What follows belongs to an exercise in optimizing a design on an open flow for small area and a short achievable clock period; a production flow would make more cautious choices.
The RTL was checked by simulation tests, not by an equivalence proof against the original design.
Power figures rest on the tool's default switching activity, not on a simulated workload.

==> flow/design.v <==
module add(s,a,b,ci,co);
input ci;
input a;
input b;
output co;
output s;
assign s = (a^b)^ci;
assign co = ((a^b)&ci)|(a&b);
endmodule 
module adder8(out,a,b,cin);
parameter WIDTH=8;
input  [WIDTH-1:0]a;
input  [WIDTH-1:0]b;
input  cin;
output [WIDTH-1:0]out;
wire [WIDTH:0]s;
wire [WIDTH-1:0]c;
assign out = s[WIDTH-1:0];
add add_01(.s(s[0]),.a(a[0]),.b(b[0]^cin),.ci(cin),.co(c[0]));
add add_02(.s(s[1]),.a(a[1]),.b(b[1]^cin),.ci(c[0]),.co(c[1]));
add add_03(.s(s[2]),.a(a[2]),.b(b[2]^cin),.ci(c[1]),.co(c[2]));
add add_04(.s(s[3]),.a(a[3]),.b(b[3]^cin),.ci(c[2]),.co(c[3]));
add add_05(.s(s[4]),.a(a[4]),.b(b[4]^cin),.ci(c[3]),.co(c[4]));
add add_06(.s(s[5]),.a(a[5]),.b(b[5]^cin),.ci(c[4]),.co(c[5]));
add add_07(.s(s[6]),.a(a[6]),.b(b[6]^cin),.ci(c[5]),.co(c[6]));
add add_08(.s(s[7]),.a(a[7]),.b(b[7]^cin),.ci(c[6]),.co(c[7]));
assign s[8] = c[7]^cin;
endmodule
module mul26(clk
		    ,rst_n
		    ,in1
		    ,in2
		    ,en
		    ,mulout
		    );
input [25:0]in1;  
input [25:0]in2;  
input en;
input clk;
input rst_n;
output [50:0]mulout;  
wire   [50:0]mulout; 
wire [26:0]boothout1; 
wire [26:0]boothout2;
wire [26:0]boothout3;
wire [26:0]boothout4;
wire [26:0]boothout5;
wire [26:0]boothout6;
wire [26:0]boothout7;
wire [26:0]boothout8;
wire [26:0]boothout9;
wire [26:0]boothout10;
wire [26:0]boothout11;
wire [26:0]boothout12;
wire [26:0]boothout13;
wire [50:0]cout1;
wire [50:0]cout2;
wire [50:0]cout3;
wire [50:0]cout4;
wire [50:0]cout5;
wire [50:0]cout6;
wire [50:0]cout7;
wire [50:0]cout8;
wire [50:0]cout9;
wire [50:0]cout10;
wire [50:0]cout11;
wire [50:0]cout12;
wire [50:0]mulout1;
wire [50:0]mulout2;
wire [50:0]mulout3;
wire [50:0]mulout4;
wire [50:0]mulout5;
wire [50:0]mulout6;
wire [50:0]mulout7;
wire [50:0]mulout8;
wire [50:0]mulout9;
wire [50:0]mulout10;
wire [50:0]mulout11;
wire [50:0]mulout12;
reg  [50:0]a;
reg  [50:0]b;
wire [50:0]sum;
booth27 booth1(boothout1,{in1[1:0],1'b0},in2);
booth27 booth2(boothout2,in1[3:1],in2);
booth27 booth3(boothout3,in1[5:3],in2);
booth27 booth4(boothout4,in1[7:5],in2);
booth27 booth5(boothout5,in1[9:7],in2);
booth27 booth6(boothout6,in1[11:9],in2);
booth27 booth7(boothout7,in1[13:11],in2);
booth27 booth8(boothout8,in1[15:13],in2);
booth27 booth9(boothout9,in1[17:15],in2);
booth27 booth10(boothout10,in1[19:17],in2);
booth27 booth11(boothout11,in1[21:19],in2);
booth27 booth12(boothout12,in1[23:21],in2);
booth27 booth13(boothout13,{in1[25:23]},in2);
csa51squ csa51squ1(cout1,mulout1
			,{23'b0,~boothout1[26],boothout1}
			,{21'b0,~boothout2[26],boothout2,2'b0}
			,{19'b0,~boothout3[26],boothout3,4'b0});
csa51squ csa51squ2(cout2,mulout2
			,{17'b0,~boothout4[26],boothout4,6'b0}
			,{15'b0,~boothout5[26],boothout5,8'b0}
			,{13'b0,~boothout6[26],boothout6,10'b0});
csa51squ csa51squ3(cout3,mulout3
			,{11'b0,~boothout7[26],boothout7,12'b0}
			,{9'b0,~boothout8[26],boothout8,14'b0}
			,{7'b0,~boothout9[26],boothout9,16'b0});
csa51squ csa51squ4(cout4,mulout4
			,{5'b0,~boothout10[26],boothout10,18'b0}
			,{3'b0,~boothout11[26],boothout11,20'b0}
			,{1'b0,~boothout12[26],boothout12,22'b0});
csa51squ csa51squ5(cout5,mulout5
			,{cout1[49:0],1'b0}
			,mulout1
			,{boothout13,24'b0});
csa51squ csa51squ6(cout6,mulout6
			,{cout2[49:0],1'b0}
			,mulout2
			,{cout3[49:0],1'b0});
csa51squ csa51squ7(cout7,mulout7
			,mulout3
			,{cout4[49:0],1'b0}
			,mulout4);
csa51squ csa51squ8(cout8,mulout8
			,{cout5[49:0],1'b0}
			,mulout5
			,{cout6[49:0],1'b0});
csa51squ csa51squ9(cout9,mulout9
			,mulout6
			,{cout7[49:0],1'b0}
			,mulout7);
csa51squ csa51squ10(cout10,mulout10
			,{cout8[49:0],1'b0}
			,mulout8
			,{cout9[49:0],1'b0});
csa51squ csa51squ11(cout11,mulout11
			,mulout9
			,{cout10[49:0],1'b0}
			,mulout10);
csa51squ csa51squ12(cout12,mulout12
			,mulout11
			,{cout11[49:0],1'b0}
			,{24'b101010101010101010101011,27'b0});
cla51squ cla51squ (sum,a,b);
always@ (posedge clk or negedge rst_n) begin  
    if (!rst_n) begin
        a <= 0;
        b <= 0;
    end
    else begin
      	if (en==1) begin
        	a <= {cout12[49:0],1'b0};
        	b <= mulout12;
      	end
	    else begin
		a <= 0;
		b <= 0;
    	end
    end
end
assign mulout = sum;
endmodule
module booth27(out1,in1,in2);
input  [2:0]in1;
input  [25:0]in2;
output [26:0]out1;
reg    [26:0]out1;   
always@ (*) begin
    case (in1)
        3'b000: begin
            out1 <= 27'b0;
        end
        3'b001: begin
            out1 <= {in2[25],in2};
        end
        3'b010: begin
            out1 <= {in2[25],in2};
        end
        3'b011: begin
            out1 <= {in2,1'b0};
        end
        3'b100: begin
            out1 <= (~{in2,1'b0}) + 1'b1;
        end
        3'b101: begin
            out1 <= (~{in2[25],in2}) + 1'b1;
        end
        3'b110: begin
            out1 <= (~{in2[25],in2}) +1'b1;
        end
        default: begin
            out1 <= 27'b0;
        end
    endcase
end
endmodule
module csa51squ(cout,sumout,in1,in2,in3);
input [50:0]in1;
input [50:0]in2;
input [50:0]in3;
output [50:0]cout;
output [50:0]sumout;
assign sumout=(in1^in2)^in3;
assign cout=((in1^in2)&in3)|(in1&in2);
endmodule
module cla51squ(out,a,b);
parameter WIDTH=50;
input  [WIDTH:0]a;
input  [WIDTH:0]b;
output [WIDTH:0]out;
wire [WIDTH+1:0]s;
wire [WIDTH+1:0]c;
wire [WIDTH:0]g;
wire [WIDTH:0]p;
assign out = s[WIDTH:0];
assign c[0] = 1'b0;
assign g[0] = a[0] &  b[0];
assign p[0] = a[0] ^  b[0];
assign c[1] = g[0] | (p[0] & c[0]);
assign s[0] = p[0] ^  c[0];
assign g[1] = a[1] &  b[1];
assign p[1] = a[1] ^  b[1];
assign c[2] = g[1] | (p[1] & c[1]);
assign s[1] = p[1] ^  c[1];
assign g[2] = a[2] &  b[2];
assign p[2] = a[2] ^  b[2];
assign c[3] = g[2] | (p[2] & c[2]);
assign s[2] = p[2] ^  c[2];
assign g[3] = a[3] &  b[3];
assign p[3] = a[3] ^  b[3];
assign c[4] = g[3] | (p[3] & c[3]);
assign s[3] = p[3] ^  c[3];
assign g[4] = a[4] &  b[4];
assign p[4] = a[4] ^  b[4];
assign c[5] = g[4] | (p[4] & c[4]);
assign s[4] = p[4] ^  c[4];
assign g[5] = a[5] &  b[5];
assign p[5] = a[5] ^  b[5];
assign c[6] = g[5] | (p[5] & c[5]);
assign s[5] = p[5] ^  c[5];
assign g[6] = a[6] &  b[6];
assign p[6] = a[6] ^  b[6];
assign c[7] = g[6] | (p[6] & c[6]);
assign s[6] = p[6] ^  c[6];
assign g[7] = a[7] &  b[7];
assign p[7] = a[7] ^  b[7];
assign c[8] = g[7] | (p[7] & c[7]);
assign s[7] = p[7] ^  c[7];
assign g[8] = a[8] &  b[8];
assign p[8] = a[8] ^  b[8];
assign c[9] = g[8] | (p[8] & c[8]);
assign s[8] = p[8] ^  c[8];
assign g[9] = a[9] &  b[9];
assign p[9] = a[9] ^  b[9];
assign c[10] =g[9] | (p[9] & c[9]);
assign s[9] = p[9] ^  c[9];
assign g[10] = a[10] &  b[10];
assign p[10] = a[10] ^  b[10];
assign c[11] = g[10] | (p[10] & c[10]);
assign s[10] = p[10] ^  c[10];
assign g[11] = a[11] &  b[11];
assign p[11] = a[11] ^  b[11];
assign c[12] = g[11] | (p[11] & c[11]);
assign s[11] = p[11] ^  c[11];
assign g[12] = a[12] &  b[12];
assign p[12] = a[12] ^  b[12];
assign c[13] = g[12] | (p[12] & c[12]);
assign s[12] = p[12] ^  c[12];
assign g[13] = a[13] &  b[13];
assign p[13] = a[13] ^  b[13];
assign c[14] = g[13] | (p[13] & c[13]);
assign s[13] = p[13] ^  c[13];
assign g[14] = a[14] &  b[14];
assign p[14] = a[14] ^  b[14];
assign c[15] = g[14] | (p[14] & c[14]);
assign s[14] = p[14] ^  c[14];
assign g[15] = a[15] &  b[15];
assign p[15] = a[15] ^  b[15];
assign c[16] = g[15] | (p[15] & c[15]);
assign s[15] = p[15] ^  c[15];
assign g[16] = a[16] &  b[16];
assign p[16] = a[16] ^  b[16];
assign c[17] = g[16] | (p[16] & c[16]);
assign s[16] = p[16] ^  c[16];
assign g[17] = a[17] &  b[17];
assign p[17] = a[17] ^  b[17];
assign c[18] = g[17] | (p[17] & c[17]);
assign s[17] = p[17] ^  c[17];
assign g[18] = a[18] &  b[18];
assign p[18] = a[18] ^  b[18];
assign c[19] = g[18] | (p[18] & c[18]);
assign s[18] = p[18] ^  c[18];
assign g[19] = a[19] &  b[19];
assign p[19] = a[19] ^  b[19];
assign c[20] = g[19] | (p[19] & c[19]);
assign s[19] = p[19] ^  c[19];
assign g[20] = a[20] &  b[20];
assign p[20] = a[20] ^  b[20];
assign c[21] = g[20] | (p[20] & c[20]);
assign s[20] = p[20] ^  c[20];
assign g[21] = a[21] &  b[21];
assign p[21] = a[21] ^  b[21];
assign c[22] = g[21] | (p[21] & c[21]);
assign s[21] = p[21] ^  c[21];
assign g[22] = a[22] &  b[22];
assign p[22] = a[22] ^  b[22];
assign c[23] = g[22] | (p[22] & c[22]);
assign s[22] = p[22] ^  c[22];
assign g[23] = a[23] &  b[23];
assign p[23] = a[23] ^  b[23];
assign c[24] = g[23] | (p[23] & c[23]);
assign s[23] = p[23] ^  c[23];
assign g[24] = a[24] &  b[24];
assign p[24] = a[24] ^  b[24];
assign c[25] = g[24] | (p[24] & c[24]);
assign s[24] = p[24] ^  c[24];
assign g[25] = a[25] &  b[25];
assign p[25] = a[25] ^  b[25];
assign c[26] = g[25] | (p[25] & c[25]);
assign s[25] = p[25] ^  c[25];
assign g[26] = a[26] &  b[26];
assign p[26] = a[26] ^  b[26];
assign c[27] = g[26] | (p[26] & c[26]);
assign s[26] = p[26] ^  c[26];
assign g[27] = a[27] &  b[27];
assign p[27] = a[27] ^  b[27];
assign c[28] = g[27] | (p[27] & c[27]);
assign s[27] = p[27] ^  c[27];
assign g[28] = a[28] &  b[28];
assign p[28] = a[28] ^  b[28];
assign c[29] = g[28] | (p[28] & c[28]);
assign s[28] = p[28] ^  c[28];
assign g[29] = a[29] &  b[29];
assign p[29] = a[29] ^  b[29];
assign c[30] = g[29] | (p[29] & c[29]);
assign s[29] = p[29] ^  c[29];
assign g[30] = a[30] &  b[30];
assign p[30] = a[30] ^  b[30];
assign c[31] = g[30] | (p[30] & c[30]);
assign s[30] = p[30] ^  c[30];
assign g[31] = a[31] &  b[31];
assign p[31] = a[31] ^  b[31];
assign c[32] = g[31] | (p[31] & c[31]);
assign s[31] = p[31] ^  c[31];
assign g[32] = a[32] &  b[32];
assign p[32] = a[32] ^  b[32];
assign c[33] = g[32] | (p[32] & c[32]);
assign s[32] = p[32] ^  c[32];
assign g[33] = a[33] &  b[33];
assign p[33] = a[33] ^  b[33];
assign c[34] = g[33] | (p[33] & c[33]);
assign s[33] = p[33] ^  c[33];
assign g[34] = a[34] &  b[34];
assign p[34] = a[34] ^  b[34];
assign c[35] = g[34] | (p[34] & c[34]);
assign s[34] = p[34] ^  c[34];
assign g[35] = a[35] &  b[35];
assign p[35] = a[35] ^  b[35];
assign c[36] = g[35] | (p[35] & c[35]);
assign s[35] = p[35] ^  c[35];
assign g[36] = a[36] &  b[36];
assign p[36] = a[36] ^  b[36];
assign c[37] = g[36] | (p[36] & c[36]);
assign s[36] = p[36] ^  c[36];
assign g[37] = a[37] &  b[37];
assign p[37] = a[37] ^  b[37];
assign c[38] = g[37] | (p[37] & c[37]);
assign s[37] = p[37] ^  c[37];
assign g[38] = a[38] &  b[38];
assign p[38] = a[38] ^  b[38];
assign c[39] = g[38] | (p[38] & c[38]);
assign s[38] = p[38] ^  c[38];
assign g[39] = a[39] &  b[39];
assign p[39] = a[39] ^  b[39];
assign c[40] = g[39] | (p[39] & c[39]);
assign s[39] = p[39] ^  c[39];
assign g[40] = a[40] &  b[40];
assign p[40] = a[40] ^  b[40];
assign c[41] = g[40] | (p[40] & c[40]);
assign s[40] = p[40] ^  c[40];
assign g[41] = a[41] &  b[41];
assign p[41] = a[41] ^  b[41];
assign c[42] = g[41] | (p[41] & c[41]);
assign s[41] = p[41] ^  c[41];
assign g[42] = a[42] &  b[42];
assign p[42] = a[42] ^  b[42];
assign c[43] = g[42] | (p[42] & c[42]);
assign s[42] = p[42] ^  c[42];
assign g[43] = a[43] &  b[43];
assign p[43] = a[43] ^  b[43];
assign c[44] = g[43] | (p[43] & c[43]);
assign s[43] = p[43] ^  c[43];
assign g[44] = a[44] &  b[44];
assign p[44] = a[44] ^  b[44];
assign c[45] = g[44] | (p[44] & c[44]);
assign s[44] = p[44] ^  c[44];
assign g[45] = a[45] &  b[45];
assign p[45] = a[45] ^  b[45];
assign c[46] = g[45] | (p[45] & c[45]);
assign s[45] = p[45] ^  c[45];
assign g[46] = a[46] &  b[46];
assign p[46] = a[46] ^  b[46];
assign c[47] = g[46] | (p[46] & c[46]);
assign s[46] = p[46] ^  c[46];
assign g[47] = a[47] &  b[47];
assign p[47] = a[47] ^  b[47];
assign c[48] = g[47] | (p[47] & c[47]);
assign s[47] = p[47] ^  c[47];
assign g[48] = a[48] &  b[48];
assign p[48] = a[48] ^  b[48];
assign c[49] = g[48] | (p[48] & c[48]);
assign s[48] = p[48] ^  c[48];
assign g[49] = a[49] &  b[49];
assign p[49] = a[49] ^  b[49];
assign c[50] = g[49] | (p[49] & c[49]);
assign s[49] = p[49] ^  c[49];
assign g[50] = a[50] &  b[50];
assign p[50] = a[50] ^  b[50];
assign c[51] = g[50] | (p[50] & c[50]);
assign s[50] = p[50] ^  c[50];
assign s[51] = c[51];
endmodule
module floating_point_multiple (clk, rst_n, input_factor_01, input_factor_02, output_multiply);
parameter DATA_WIDTH         = 32;
parameter EXPONENT_WIDTH     = 8;
parameter SIGNIFICANDS_WIDTH = 23;
parameter MULTIPLY_WIDTH     = 48;
input clk;
input rst_n;
input [DATA_WIDTH-1:0] input_factor_01;
input [DATA_WIDTH-1:0] input_factor_02;
output [DATA_WIDTH-1:0] output_multiply;
wire   [DATA_WIDTH-1:0] output_multiply;
wire [EXPONENT_WIDTH-1:0]     exponent_factor_01;
wire [EXPONENT_WIDTH-1:0]     exponent_factor_02;
wire [EXPONENT_WIDTH-1:0]     exponent_factor_12;
wire [SIGNIFICANDS_WIDTH-1:0] significand_factor_01;
wire [SIGNIFICANDS_WIDTH-1:0] significand_factor_02;
wire [SIGNIFICANDS_WIDTH:0]   add_1_sig_factor_01;
wire [SIGNIFICANDS_WIDTH:0]   add_1_sig_factor_02;
wire [50:0] mulout;
wire sign_factor_01;
wire sign_factor_02;
wire is_factor_01_zero;
wire is_factor_02_zero;
wire is_factor_zero;
reg  exponent_larger_bias_flag_factor_01;
reg  exponent_larger_bias_flag_factor_02;
wire is_exp_01_lgr_eqr_bias;
wire is_exp_02_lgr_eqr_bias;
reg  [MULTIPLY_WIDTH-1:0] base_multiply_result;
wire  is_1_final_flag;
reg  mul_output_sign;
wire [EXPONENT_WIDTH-1:0]pre_mul_output_exponent;
reg  [EXPONENT_WIDTH-1:0]mul_output_exponent;
reg  [SIGNIFICANDS_WIDTH-1:0] mul_output_significand;
assign sign_factor_01        = input_factor_01[DATA_WIDTH-1]; 
assign sign_factor_02        = input_factor_02[DATA_WIDTH-1]; 
assign exponent_factor_01    = input_factor_01[DATA_WIDTH-2: DATA_WIDTH-9]; 
assign exponent_factor_02    = input_factor_02[DATA_WIDTH-2: DATA_WIDTH-9];
assign significand_factor_01 = input_factor_01[SIGNIFICANDS_WIDTH-1: 0]; 
assign significand_factor_02 = input_factor_02[SIGNIFICANDS_WIDTH-1: 0];
assign add_1_sig_factor_01[SIGNIFICANDS_WIDTH]     = 1'b1;    
assign add_1_sig_factor_02[SIGNIFICANDS_WIDTH]     = 1'b1;
assign add_1_sig_factor_01[SIGNIFICANDS_WIDTH-1:0] = significand_factor_01;
assign add_1_sig_factor_02[SIGNIFICANDS_WIDTH-1:0] = significand_factor_02;
assign is_factor_01_zero = !(|input_factor_01) ; 
assign is_factor_02_zero = !(|input_factor_02) ; 
assign is_factor_zero    = is_factor_01_zero || is_factor_02_zero; 
assign is_exp_01_lgr_eqr_bias = exponent_factor_01[7] || (&exponent_factor_01[6:0]);
assign is_exp_02_lgr_eqr_bias = exponent_factor_02[7] || (&exponent_factor_01[6:0]);
reg                      sign_s1, sign_s2;
reg                      zero_s1, zero_s2;
reg [EXPONENT_WIDTH-1:0] exp_s1,  exp_s2;
always@(posedge clk or negedge rst_n) begin
    if(!rst_n) begin
        sign_s1 <= 0;
        zero_s1 <= 0;
        exp_s1  <= 0;
        sign_s2 <= 0;
        zero_s2 <= 0;
        exp_s2  <= 0;
    end
    else begin
        sign_s1 <= sign_factor_01 ^ sign_factor_02;
        zero_s1 <= is_factor_zero;
        exp_s1  <= pre_mul_output_exponent;
        sign_s2 <= sign_s1;
        zero_s2 <= zero_s1;
        exp_s2  <= exp_s1;
    end
end
always@(posedge clk or negedge rst_n) begin 
    if(!rst_n) begin
        mul_output_sign <= 0;
    end
    else if (zero_s2) begin
        mul_output_sign <= 0;
    end
    else begin
        mul_output_sign <= sign_s2;
    end
end
always@(posedge clk or negedge rst_n) begin
    if(!rst_n) begin
        base_multiply_result <= 0;
    end
    else begin
        base_multiply_result <= mulout[47:0]; 
    end
end
mul26 mul26_01(.mulout(mulout)
		        , .in1({2'b0,add_1_sig_factor_01})
		        , .in2({2'b0,add_1_sig_factor_02})
		        , .en(1'b1)
		        , .clk(clk) 
                ,.rst_n(rst_n)
                );
assign is_1_final_flag   = base_multiply_result[MULTIPLY_WIDTH -1];
adder8 adder8_01(.out(exponent_factor_12),.a(exponent_factor_01),.b(exponent_factor_02),.cin(1'b0));
adder8 adder8_02(.out(pre_mul_output_exponent),.a(exponent_factor_12),.b(8'b01111110),.cin(1'b1));
always@(posedge clk or negedge rst_n)begin
    if(!rst_n) begin
        mul_output_significand <= 0;
    end
    else if (zero_s2) begin
        mul_output_significand <= 0;
    end
    else if (is_1_final_flag) begin 
        mul_output_significand <= base_multiply_result[MULTIPLY_WIDTH-2: MULTIPLY_WIDTH-24]; 
    end
    else begin
        mul_output_significand <= base_multiply_result[MULTIPLY_WIDTH-3: MULTIPLY_WIDTH-25]; 
    end
end
always@(posedge clk or negedge rst_n) begin
    if(!rst_n) begin
        mul_output_exponent <= 0;
    end
    else if (zero_s2) begin
        mul_output_exponent <= 0;
    end
    else if (is_1_final_flag) begin
        mul_output_exponent <= exp_s2;
    end
    else begin 
        mul_output_exponent <= exp_s2 - 1;
    end
end
assign output_multiply[DATA_WIDTH-1]                  = mul_output_sign;
assign output_multiply[(DATA_WIDTH-2):(DATA_WIDTH-9)] = mul_output_exponent;
assign output_multiply[(DATA_WIDTH-10):0]             = mul_output_significand;
endmodule
==> flow/run.sh <==
#!/bin/bash
# synth_recipe.tcl (not shown) runs the flow's synth.tcl, then flattens the netlist and writes it again
# the make line also repeats each setting of config.mk as NAME=value (left out here)
make -C /OpenROAD-flow-scripts/flow DESIGN_CONFIG=/design/flow/config.mk WORK_HOME=/design/flow/orfs CLKGATE_MAP_FILE= SYNTH_SCRIPT=/design/flow/synth_recipe.tcl finish
==> flow/config.mk <==
export PLATFORM = sky130hd
export DESIGN_NAME = floating_point_multiple
export DESIGN_NICKNAME = floating_point_multiple
export VERILOG_FILES = /design/flow/design.v
export SDC_FILE = /design/flow/constraint.sdc
export NUM_CORES = 4
export LEC_CHECK = 0
export CAP_MARGIN = 20
export CORE_MARGIN = 2
export CORE_UTILIZATION = 35
export SLEW_MARGIN = 20
==> flow/constraint.sdc <==
create_clock -name core_clock -period 12.0 [get_ports {clk}]
set_input_delay 2.4000 -clock core_clock [delete_from_list [all_inputs] [get_ports {clk}]]
set_output_delay 2.4000 -clock core_clock [all_outputs]
set_load 0.01 [all_outputs]
==> notes.md <==
- Status: no timing/DRC/antenna violations
- Reg-to-reg slack, setup: 0.42 ns
- CP max-delay cell: fa_1
- Mean Syn Cell Area: approximately 8 µm²
- Hold_buf cts: 0
- Congestion Overflow GR: 0
- Post-DP HPWL: 79100 µm
- Rows: between 90 and 100
- Die span in y: 270 µm
- Commonest non-fill, non-tap cell in the layout: inv_1
- Crit path top cell by count: fa_1
- Highest Signal Layer: met5
- Dominant synthesized flop cell: dfrtp_1
- Starting Density: 0.354
- Met1 Wirelength: 42200 µm
- Xor/xnor share of the synthesized area: 0.0395
- Cells after Synth: 3022
- Final Hold Viols: 0
- Seq/Total Area, Yosys: 0.158
- Top-area cell type share of the netlist area: 0.234
- Largest stage delay, worst path: 0.42 ns
- Setup crit start kind: flip-flop
- CP max FO: 1
- Die width: 270 µm
- Synth Area in Adders: 0.315
- Layout cell share with drive strength beyond 1: 0.0715
- Vias per Instance: a little over 6
- Simple-gate share of the synthesized area: 0.130
- GPL Wtd Cong: 1.05
- Static leakage: 12.0 nW
- Synth area leaders: fa_1 23%, dfrtp_1 16%, ha_1 7.7%
- Slew headroom: 0.170
- Drt first pass iters: 9
- Cts bufs inserted: 17
- Worst min path class: reg2reg
- CTS max path bufs: 2
- Routed WL per cell: around 28 µm
- Tmin final: 11.58 ns
- Area of the multi-input gates: approximately 19000 µm²
- Maxcap violations: 0
- Register Area: 3930 µm²
- Power Density: 190 nW/µm²
- Synth cell types: slightly below 80
- Maximum vdd drop: between 0.1 and 0.15 mV
- # IOs: 98
- Skew final: 0.0205 ns
- Ys async rst share: 1.00
- F_max: between 80 and 90 MHz
- Routed via count: 24.3k
- Register bit count reported by yosys: 157
- Total Power: ~0.0052 W
- FILL cells: approximately 7k
- Ys Warns: 3
- Setup Crit Path Kind: reg2reg
- WL met2: 44900 µm
- Main combinational cell family by area after synthesis: adder cells
- Most frequent cells in the layout: 360 x inv_1, 315 x nor2_1, 288 x fa_1
- Drt total wl: 110000 µm
- Core ar.: about 70000 µm²
- Detailed Route Iter0 Violations: 4376
- Vias in the first global route: 23.3k
- Complex-gate fraction of the synthesized area: 0.227
- Initial antenna violation count: 3
- Synthesized cell area: 24800 µm²
- Multiplexer share of the synthesized area: 0.0293
- Crit path capture type: flip-flop
- Mapped Nets: approximately 3.5k
- Post-synth EDFFs: 0
- CTS tree: built
- Final setup viols: 0
- Area delta synth->final: 10.3%
- I/O Buffers: 97
- Reg clk slew, reported paths: ~0.080 ns
- RSZ-0062 raised after global routing: no
- Full die area: 73100 µm²
- Routed length on met3: between 15000 and 20000 µm
- Cell taking the most area after synthesis: fa_1
- Critical Path AT: 11.91 ns
- Slew Viols, Final: 0
- # DRC: 0
- Clock root buffer: clkbuf_16
- H-tree depth: 4
- Nets: 3461
- Fin crit share: 0.965
- Final ANT Viol Nets: 0
- CP required: 12.33 ns
- Largest net degree at the start of global routing: 94
- Worst skew pair latency: 0.44 ns
- Tot GR Track Use: 0.296
- Clock sinks: 157
- Setup_tns: 0 ns
- First-pass GRT wire length: 160000 µm
- Slew @ Worst Pin: 1.24 ns
## cell type report
cell class                      count  share of cell area
Multi-Input combinational cell   2206               0.677
Tap cell                          940              0.0429
Clock inverter                     15             0.00772
Sequential cell                   157               0.144
Inverter                          368              0.0504
Antenna cell                        2            0.000183
Timing Repair Buffer              203              0.0629
Clock buffer                       17              0.0155
## synthesized netlist by cell type, types with 34 or more instances
master	instances
a21oi_1	198
a221oi_1	81
a22oi_1	114
buf_1	36
clkbuf_1	234
dfrtp_1	157
fa_1	290
ha_1	152
inv_1	360
mux2i_1	48
nand2_1	230
nor2_1	315
o21ai_0	201
xnor2_1	76
xor2_1	34
## path summary, 6_finish.rpt
path,from,endpoint,depth (start not counted)
max in group asynchronous,rst_n,zero_s2,2
min in group asynchronous,rst_n,exp_s2[2],1
setup / recovery,mul26_01.b[9],base_multiply_result[47],32
setup reg to reg,mul26_01.b[9],base_multiply_result[47],32
hold reg to reg,exp_s1[0],exp_s2[0],0
hold / removal,exp_s1[0],exp_s2[0],0
## metal layers
metal,global-route usage,up-vias
met4,0.157,2
met1,0.392,11689
met2,0.426,1958
met3,0.0965,449
li1,-,10197
met5,0,-
## critical path: cells and delay by family (launching register included)
kind,cells,cell delay (ns)
adder cells (fa/ha/maj),25,9.76
AO/OA/AOI/OAI,6,1.22
flip-flops,1,0.36
XOR/XNOR,1,0.13
## repair_timing
| item | 4_1_cts | 5_1_grt |
|---|---|---|
| setup buffers | 0 | 0 |
| gates resized for setup | 0 | 3 |
| setup endpoints to repair | 0 | 2 |
## cell families (layout without fill, tap and decap cells)
family	after synthesis	in the layout
AO/OA/AOI/OAI	852	852
XOR/XNOR	111	111
adder cells (fa/ha/maj)	452	452
multiplexers	65	65
other	0	2
buffers and inverters	659	603
AND/OR/NAND/NOR	726	726
flip-flops	157	157
## where the power goes
group	switching (W)	internal, W
logic	0.00215	0.00152
registers	0.000104	0.000855
clock network	0.000282	0.000293
## stage by stage
| stage | instances | util | hold slack, ns | instance area [µm²] | setup WS [ns] |
|---|---|---|---|---|---|
| 3_3_place_gp | 3873 | 0.381 | 0.333 | 26700 | 0.231 |
| 4_1_cts | 3906 | 0.390 | 0.354 | 27400 | 0.175 |
| 3_5_place_dp | 3874 | 0.381 | 0.336 | 26700 | 0.190 |
| 2_1_floorplan | 3022 | - | 0.331 | 24800 | 0.987 |
| 6_report | 3908 | 0.390 | 0.351 | 27400 | 0.421 |
| 5_1_grt | 3906 | 0.390 | 0.361 | 27400 | 0.0589 |
## sequential cells by signal, summed over array words and instances, names as in the netlist, 8 cells and up
signal	count
mul26_01.a	40
mul26_01.b	40
base_multiply_result	25
mul_output_significand	23
exp_s1	8
exp_s2	8
mul_output_exponent	8

afterwards: timing with drivers on the ports:
In the flow no input, the clock included, has a driving cell. The finished layout below was timed again as built, in two steps.
Step 1 sets driving cells, clkbuf_16 on the clock port and buf_2 on the other inputs (assumed; they add their load-dependent delay and slew).
Step 2, shift: input delay + t, output delay - t, t = (earliest + latest rising clock arrival at the registers) / 2. This alone moves slack from input paths to output paths.
Three values: no drivers, after step 1, after step 2; two values: the first two.
shift t [ns]: 0.485
setup slack, ns: 0.421 / 0.421 / 0.421
worst hold slack (ns): 0.351 / 0.351 / 0.351
clock arrival spread, ns: 0.022 / 0.021
worst slew at a driven data input, ns: 0.05
After both steps this run still meets setup and hold. For this run, drivers alone change the setup slack by 0.000 ns; drivers and shift together by 0.000 ns.
